What follows belongs to an exercise in optimizing a design on an open flow for small area, a short achievable clock period and few clock cycles; a production flow would make more cautious choices. The RTL was checked by simulation tests, not by an equivalence proof against the original design. No activity file was given, so power comes from the tool's default toggle rates.

xenon:
## mul_unit
module mul_unit
    (
        input logic clk,
        input logic rst,
        input logic [1:0] issue_fn3,
        input logic [31:0] rs1,
        input logic [31:0] rs2,
        input logic issue_new_request,
        input logic [3:0] issue_id,
        output logic issue_ready,
        input logic wb_ack,
        output logic wb_done,
        output logic [3:0] wb_id,
        output logic [31:0] wb_rd
    );
clock: 10.0 ns
lec_check: 0
cap_margin: 20
core_margin: 2
core_utilization: 40
gpl_routability_driven: 0
gpl_timing_driven: 0
setup_slack_margin: 4
slew_margin: 20
standard.sh (not shown) runs the stock make flow with config.mk's settings and CLKGATE_MAP_FILE= SYNTH_SCRIPT=/design/flow/synth_recipe.tcl, a recipe that flattens the netlist after the stock synthesis.
==> flow/flow/run.sh <==
#!/bin/bash
# The standard ORFS layout (standard.sh) with two changes:
#  - SYNTH_ARGS=-noabc: Yosys's synth skips its quick "abc -fast" pass, so
#    the full adders written in the RTL reach extract_fa as written; the
#    registers are the same as the standard synthesis's;
#  - the port buffers that buffer_ports inserts are plain buffers
#    (buf_2) instead of the default delay cells.
cp standard.sh standard_sh_copy.log
export BUFFER_PORTS_ARGS="-buffer_cell sky130_fd_sc_hd__buf_2"
bash standard.sh SYNTH_ARGS=-noabc finish > standard.log 2>&1
status=$?
tail -50 standard.log
exit $status
xenon finished every step from synthesis to the final layout, and the layout passed the timing, DRC and antenna checks.
Testbench counts of xenon, summed over its fixed seeds: cycles 16,008.
### xenon -> fjord
--- a/flow/config.mk
+++ b/flow/config.mk
@@ -11,3 +11,3 @@
-export GPL_ROUTABILITY_DRIVEN = 0
-export GPL_TIMING_DRIVEN = 0
-export SETUP_SLACK_MARGIN = 4
+export CTS_BUF_LIST = sky130_fd_sc_hd__clkbuf_8
+export PLACE_DENSITY = 0.8
+export SETUP_SLACK_MARGIN = 3.85
Notes after the runs:
fjord went all the way through the flow, and no timing, DRC or antenna check failed.
The higher setup skew after layout came out of fjord.
The power in fjord is 0.925 times that in xenon.
When fjord is set beside xenon, its proportion of cell area occupied by multi-input gates turns out to be 3.0 points larger.
fjord ends up with higher worst hold-check slack than xenon does.
fjord ends up with lower upper clock frequency limit than xenon does.
In the tables for fjord and xenon, total global routing track utilization reads higher with xenon.
Inputs modified between fjord and onyx:
--- a/flow/flow/run.sh
+++ b/flow/flow/run.sh
@@ -7 +7 @@
-#    (buf_2) instead of the default delay cells.
+#    (buf_4) instead of the default delay cells.
@@ -9 +9 @@
-export BUFFER_PORTS_ARGS="-buffer_cell sky130_fd_sc_hd__buf_2"
+export BUFFER_PORTS_ARGS="-buffer_cell sky130_fd_sc_hd__buf_4"
--- a/flow/config.mk
+++ b/flow/config.mk
@@ -7,0 +8 @@
+export ABC_AREA = 1
@@ -11,3 +12 @@
-export CTS_BUF_LIST = sky130_fd_sc_hd__clkbuf_8
-export PLACE_DENSITY = 0.8
-export SETUP_SLACK_MARGIN = 3.85
+export SETUP_SLACK_MARGIN = 4
==> results.txt <==
- Sequential share of the synthesized area was higher in fjord than in onyx.
- flip-flop to output port as the type of the worst setup path was reported by fjord, and input pin to flip-flop by onyx.
- onyx reports a higher post-placement cell area than fjord does.
- As of onyx, power after layout had risen by more than 10% compared to fjord.
- Of onyx and fjord, it is onyx that has the higher clock network power share.
- Summary — placer's final routability congestion estimate, onyx relative to fjord: higher, by 0.73%.
- onyx: maximum achievable frequency is about 2% higher than what fjord reported.
Modified inputs, cedar compared to onyx
--- a/flow/config.mk
+++ b/flow/config.mk
@@ -8 +7,0 @@
-export ABC_AREA = 1
@@ -11 +10 @@
-export CORE_UTILIZATION = 40
+export CORE_UTILIZATION = 65
- cedar completed; timing, DRC and antenna clean
- Compared to onyx, cedar has post-CTS setup buffer count 7 lower.
- Core utilization was lower in the run labelled onyx.
- Comparing area of the die for onyx and cedar, the bigger number came from onyx.
- cedar reports its capture point of the critical path as wb_rd[22] while onyx reports cut_q[26].
- Of the two values seen for slowest cell on the critical path, fa_1 was produced by onyx and a221o_1 by cedar.
### cedar -> pepper
--- a/flow/flow/run.sh
+++ b/flow/flow/run.sh
@@ -7 +7 @@
-#    (buf_4) instead of the default delay cells.
+#    (buf_2) instead of the default delay cells.
@@ -9 +9 @@
-export BUFFER_PORTS_ARGS="-buffer_cell sky130_fd_sc_hd__buf_4"
+export BUFFER_PORTS_ARGS="-buffer_cell sky130_fd_sc_hd__buf_2"
--- a/flow/config.mk
+++ b/flow/config.mk
@@ -10,2 +10,3 @@
-export CORE_UTILIZATION = 65
-export SETUP_SLACK_MARGIN = 4
+export CORE_UTILIZATION = 40
+export PLACE_DENSITY = 0.8
+export SETUP_SLACK_MARGIN = 4.15
==> comparison <==
Comparing pepper and cedar, the lower number of cell rows was measured on cedar.
Taking cedar as the reference point, the cell count of pepper rises by 11%.
Compared with cedar, pepper shows worst hold slack lower by 0.0043 ns.
Relative to cedar, proportion of layout cells with a drive suffix above 1 has gone up in pepper.
[compare] base=cedar new=pepper: final period demand of the worst path down 0.096 ns; setup slack at placement up 0.078 ns; fraction of standard cell area in multi-input logic down 1.1 points; number of global-route vias before repair flat.


run A:
mul_unit again, from the RTL that the note above started with.
// mul_unit
module mul_unit
    (
        input logic clk,
        input logic rst,
        input logic [1:0] issue_fn3,
        input logic [31:0] rs1,
        input logic [31:0] rs2,
        input logic issue_new_request,
        input logic [3:0] issue_id,
        output logic issue_ready,
        input logic wb_ack,
        output logic wb_done,
        output logic [3:0] wb_id,
        output logic [31:0] wb_rd
    );
    logic rs1_is_signed, rs2_is_signed, is_mulhx;
    logic [32:0] a;
    logic [33:0] b;
    logic advance;
    logic valid_r;
    logic mulh_r;
    logic [3:0] id_r;
    logic [112:0] cut_d;
    logic [112:0] cut_q;
    logic [63:0] sum_x, sum_y, product;
    logic held_r;
    logic [31:0] held_rd;
  ...
clock: 10.0 ns
lec_check: 0
cap_margin: 20
core_margin: 2
core_utilization: 40
place_density: 0.8
setup_slack_margin: 4
slew_margin: 20
==> flow/flow/run.sh <==
#!/bin/bash
# The standard ORFS layout (standard.sh) with two changes:
#  - SYNTH_ARGS=-noabc: Yosys's synth skips its quick "abc -fast" pass, so
#    the full adders written in the RTL reach extract_fa as written; the
#    registers are the same as the standard synthesis's;
#  - the port buffers that buffer_ports inserts are plain buffers
#    (buf_2) instead of the default delay cells.
cp standard.sh standard_sh_copy.log
export BUFFER_PORTS_ARGS="-buffer_cell sky130_fd_sc_hd__buf_2"
bash standard.sh SYNTH_ARGS=-noabc finish > standard.log 2>&1
status=$?
tail -50 standard.log
exit $status
Testbench counts of run A, summed over its fixed seeds: cycles 16,008.
Inputs modified between run A and run B:
-- flow/config.mk --
<<< run A, line 8
export CAP_MARGIN = 20
export CORE_MARGIN = 2
export CORE_UTILIZATION = 40
export PLACE_DENSITY = 0.8
export SETUP_SLACK_MARGIN = 4
export SLEW_MARGIN = 20
>>> run B, line 8
export CAP_MARGIN = 20
export CORE_MARGIN = 2
export CORE_UTILIZATION = 55
export PLACE_DENSITY = 0.9
export SETUP_SLACK_MARGIN = 4.1
export SLEW_MARGIN = 20
Results
Count of buffers not belonging to the clock network in the layout, run B vs run A: up by a few percent. Sort run B and run A by sum of net half-perimeters after detailed placement desc -> top: run A. Against run A, run B comes in 13 points higher on met2 capacity usage during global routing. NOTE: via count of the first global-routing pass in run B exceeds that of run A. Run B vs run A, slowest cell on the critical path: dfxtp_1 vs a221o_1. Looking at part of the cycle the worst path needs, run B sits 0.66 points below run A. [compare] base=run A new=run B: sum of met2 wire segment lengths after detailed routing went down; worst path setup slack after routing rose 0.066 ns; cell area essentially unchanged.
What run C does differently from run B at the input level:
==> flow/flow/run.sh <==
#!/bin/bash
# The standard ORFS layout (standard.sh) with two changes:
#  - SYNTH_ARGS=-noabc: Yosys's synth skips its quick "abc -fast" pass, so
#    the full adders written in the RTL reach extract_fa as written; the
#    registers are the same as the standard synthesis's;
#  - the port buffers that buffer_ports inserts are plain buffers
#    (buf_4) instead of the default delay cells.
cp standard.sh standard_sh_copy.log
export BUFFER_PORTS_ARGS="-buffer_cell sky130_fd_sc_hd__buf_4"
bash standard.sh SYNTH_ARGS=-noabc finish > standard.log 2>&1
status=$?
tail -50 standard.log
exit $status
-- flow/config.mk --
<<< run B, line 8
export CAP_MARGIN = 20
export CORE_MARGIN = 2
export CORE_UTILIZATION = 55
export PLACE_DENSITY = 0.9
export SETUP_SLACK_MARGIN = 4.1
export SLEW_MARGIN = 20
>>> run C, line 8
export CAP_MARGIN = 20
export CORE_MARGIN = 2
export CORE_UTILIZATION = 40
export SETUP_SLACK_MARGIN = 4.25
export SLEW_MARGIN = 20
==> results.txt <==
Per the comparison of run C with run B, worst IR drop on VDD decreased 0.076 mV, number of standard cells in the final layout excluding fillers went up 217, critical path depth now sits lower. Between run B and run C, global-route track usage on met2 is lower for run C, run B comes in above that.


Starting RTL as in the previous note.
==> flow/design.v (excerpt) <==
module mul_unit
    (
        input logic clk,
        input logic rst,
        input logic [1:0] issue_fn3,
        input logic [31:0] rs1,
        input logic [31:0] rs2,
        input logic issue_new_request,
        input logic [3:0] issue_id,
        output logic issue_ready,
        input logic wb_ack,
        output logic wb_done,
        output logic [3:0] wb_id,
        output logic [31:0] wb_rd
    );
clock: 10.0 ns
lec_check: 0
cap_margin: 20
core_margin: 2
core_utilization: 40
cts_buf_list: sky130_fd_sc_hd__clkbuf_4 sky130_fd_sc_hd__clkbuf_8
setup_slack_margin: 4
slew_margin: 20
==> flow/flow/run.sh <==
#!/bin/bash
# The standard ORFS layout (standard.sh) with two changes:
#  - SYNTH_ARGS=-noabc: Yosys's synth skips its quick "abc -fast" pass, so
#    the full adders written in the RTL reach extract_fa as written; the
#    registers are the same as the standard synthesis's;
#  - the port buffers that buffer_ports inserts are plain buffers
#    (buf_4) instead of the default delay cells.
cp standard.sh standard_sh_copy.log
export BUFFER_PORTS_ARGS="-buffer_cell sky130_fd_sc_hd__buf_4"
bash standard.sh SYNTH_ARGS=-noabc finish > standard.log 2>&1
status=$?
tail -50 standard.log
exit $status
The first run completed without violations.
Testbench counts at the start, summed over its fixed seeds: cycles 16,008.
Change:
--- a/flow/flow/run.sh
+++ b/flow/flow/run.sh
@@ -6,5 +6,5 @@
 #  - the port buffers that buffer_ports inserts are plain buffers
-#    (buf_4) instead of the default delay cells.
+#    (buf_2) instead of the default delay cells.
 cp standard.sh standard_sh_copy.log
-export BUFFER_PORTS_ARGS="-buffer_cell sky130_fd_sc_hd__buf_4"
+export BUFFER_PORTS_ARGS="-buffer_cell sky130_fd_sc_hd__buf_2"
 bash standard.sh SYNTH_ARGS=-noabc finish > standard.log 2>&1
- CTS_BUF_LIST: sky130_fd_sc_hd__clkbuf_4 sky130_fd_sc_hd__clkbuf_8 -> sky130_fd_sc_hd__clkbuf_8
- PLACE_DENSITY: not set -> 0.8
Fmax increases slightly; total power decreases by a few percent; synthesized area stays the same; routed wire length decreases by a few percent; die area stays the same; setup slack gains 45 ps; design area decreases slightly.
Change:
- CTS_BUF_LIST: sky130_fd_sc_hd__clkbuf_8 -> not set
- PLACE_DENSITY: 0.8 -> not set
The changed run went through all stages and came out clean. Worst setup slack gets better by 14 ps. Clock skew fell by 5.0 ps. Die area stays the same. Fmax barely changes. Utilization rises by 0.63 points.
Change:
- CAP_MARGIN: 20 -> 5
- CTS_BUF_LIST: not set -> sky130_fd_sc_hd__clkbuf_8
- PLACE_DENSITY: not set -> 0.8
- SLEW_MARGIN: 20 -> 5
After rerunning: The new run completed without violations; die area does not change; routed wire length falls by 4.8%; via count rises by 2.1%; global-route usage falls by 1.6 points.


## AL
mul_unit, a different RTL version from the one above (not shown whole).
For scale: ~3000 cells after synthesis, ~110 I/O pins, roughly 29000 um2 of cells after synthesis.
Design mul_unit, start of the top module:
module mul_unit
    (
        input logic clk,
        input logic rst,
        input logic [1:0] issue_fn3,
        input logic [31:0] rs1,
        input logic [31:0] rs2,
        input logic issue_new_request,
        input logic [3:0] issue_id,
        output logic issue_ready,
        input logic wb_ack,
        output logic wb_done,
        output logic [3:0] wb_id,
        output logic [31:0] wb_rd
    );
clock: 10.0 ns
lec_check: 0
cap_margin: 20
core_margin: 2
core_utilization: 40
setup_slack_margin: 4
slew_margin: 20
run.sh (not shown) runs the stock make flow with config.mk's settings and CLKGATE_MAP_FILE= SYNTH_SCRIPT=/design/flow/synth_recipe.tcl, a recipe that flattens the netlist after the stock synthesis.
Stock flow here: none of the scripts above is used.
AL completed every stage of the flow, and the final layout passed the timing, DRC and antenna checks.
Testbench counts of AL, summed over its fixed seeds: cycles 16,008.
The inputs of MS differ from those of AL as listed below.
# AL
export LEC_CHECK = 0
export CAP_MARGIN = 20
export CORE_MARGIN = 2
export CORE_UTILIZATION = 40
export SETUP_SLACK_MARGIN = 4
export SLEW_MARGIN = 20
create_clock -name core_clock -period 10.0 [get_ports {clk}]
# MS
export LEC_CHECK = 0
export CAP_MARGIN = 20
export CORE_MARGIN = 2
export CORE_UTILIZATION = 40
export SETUP_SLACK_MARGIN = 5
export SLEW_MARGIN = 20
create_clock -name core_clock -period 10.0 [get_ports {clk}]
--- outcome ---
Against AL, MS comes in 1 higher on number of cell instances on the worst register-to-register path. Of the two values seen for commonest non-fill, non-tap cell in the layout, sky130_fd_sc_hd__buf_4 was produced by MS and sky130_fd_sc_hd__fa_1 by AL. Where final instance area is concerned, AL is better than MS. Half-perimeter wire length after detailed placement went up by a few percent going from AL to MS. [compare] base=AL new=MS: non-clock inverter total of the final layout up 4, share of total power in sequential cells down 2.0 points. | power spent charging and discharging nets | MS vs AL | worse |.


mul_unit again, from the RTL that the note above started with.
==> flow/config.mk <==
export PLATFORM = sky130hd
export DESIGN_NAME = mul_unit
export DESIGN_NICKNAME = mul_unit
export VERILOG_FILES = /design/flow/design.v
export SDC_FILE = /design/flow/constraint.sdc
export NUM_CORES = 4
export LEC_CHECK = 0
export CAP_MARGIN = 20
export CORE_MARGIN = 2
export CORE_UTILIZATION = 40
export SETUP_SLACK_MARGIN = 4
export SLEW_MARGIN = 20
==> flow/constraint.sdc <==
create_clock -name core_clock -period 10.0 [get_ports {clk}]
set_input_delay 2.0000 -clock core_clock [delete_from_list [all_inputs] [get_ports {clk}]]
set_output_delay 2.0000 -clock core_clock [all_outputs]
set_load 0.01 [all_outputs]
standard.sh (not shown) runs the stock make flow with config.mk's settings and CLKGATE_MAP_FILE= SYNTH_SCRIPT=/design/flow/synth_recipe.tcl, a recipe that flattens the netlist after the stock synthesis.
==> flow/flow/run.sh <==
#!/bin/bash
# The standard ORFS layout (standard.sh) with two changes:
#  - SYNTH_ARGS=-noabc: Yosys's synth skips its quick "abc -fast" pass, so
#    the full adders written in the RTL reach extract_fa as written; the
#    registers are the same as the standard synthesis's;
#  - the port buffers that buffer_ports inserts are plain buffers
#    (buf_4) instead of the default delay cells.
cp standard.sh standard_sh_copy.log
export BUFFER_PORTS_ARGS="-buffer_cell sky130_fd_sc_hd__buf_4"
bash standard.sh SYNTH_ARGS=-noabc finish > standard.log 2>&1
status=$?
tail -50 standard.log
exit $status
Testbench counts at the start, summed over its fixed seeds: cycles 16,008.
Next try:
==> flow/flow/run.sh (replaced) <==
#!/bin/bash
# Standard ORFS layout (the standard.sh), with the port buffers that
# buffer_ports inserts made plain buffers instead of the default delay cells.
cp standard.sh standard_sh_copy.log
export BUFFER_PORTS_ARGS="-buffer_cell sky130_fd_sc_hd__buf_4"
bash standard.sh > standard.log 2>&1
status=$?
tail -50 standard.log
exit $status
The new run passed the timing, DRC and antenna checks.
Power went up by 6.4%.
Final area grows by about 7%.
Fmax stays flat.
Worst setup slack is better by 0.0036 ns.
Core utilization climbs by 1.0 points.
Clock power increases by about 0.7%.
Wire length grows by about 5%.
Clock skew grows by 0.0030 ns.
Via count came out higher by about 4.4%.
Synthesized cell count came out higher by about 12%.
Register-to-register slack gets better by 0.33 ns.

-- re-timing with driven ports --
The flow's constraints put no driver on any port. The routed layouts listed below were extracted and timed again, unchanged, in two steps.
Step 1, drivers: a clkbuf_16 drives clk and a buf_2 each remaining input, both assumed.
Step 2 also shifts input and output timing later by t, the mid clock arrival at the registers, as if the neighbouring blocks saw the same clock.
Slacks: no drivers / after step 1 / after step 2; pairs: no drivers / after step 1.
run | t, ns | setup slack, ns | worst register clock-pin slew, ns | cell pins on the clock port's net
xenon | 0.550 | 4.004 / 3.998 / 3.499 | 0.07 / 0.07 | 1
fjord | 0.595 | 3.842 / 3.784 / 3.417 | 0.11 / 0.11 | 1
onyx | 0.506 | 3.970 / 3.971 / 3.465 | 0.07 / 0.07 | 1
cedar | 0.548 | 3.966 / 3.905 / 3.499 | 0.08 / 0.08 | 1
pepper | 0.534 | 4.062 / 3.999 / 3.715 | 0.08 / 0.08 | 1
run A | 0.528 | 4.044 / 3.984 / 3.553 | 0.08 / 0.08 | 1
run B | 0.523 | 4.110 / 4.055 / 3.589 | 0.08 / 0.08 | 1
run C | 0.561 | 4.068 / 4.002 / 3.617 | 0.08 / 0.08 | 1
the first run of note 3 | 0.617 | 3.979 / 3.918 / 3.443 | 0.11 / 0.11 | 1
the second run of note 3 | 0.588 | 4.025 / 3.966 / 3.542 | 0.11 / 0.11 | 1
the third run of note 3 | 0.556 | 4.039 / 3.977 / 3.555 | 0.08 / 0.08 | 1
the fourth run of note 3 | 0.601 | 3.980 / 3.920 / 3.465 | 0.11 / 0.11 | 1
AL | 0.489 | 3.990 / 4.019 / 3.529 | 0.06 / 0.06 | 1
MS | 0.465 | 4.085 / 4.082 / 3.617 | 0.06 / 0.06 | 1
the first run of note 5 | 0.506 | 4.023 / 3.962 / 3.456 | 0.07 / 0.07 | 1
the second run of note 5 | 0.485 | 4.026 / 3.930 / 3.445 | 0.07 / 0.07 | 1
After both steps setup and hold are still met in every run listed. For the second run of note 5, which loses most, drivers alone change the setup slack by -0.096 ns; drivers and shift together by -0.581 ns.
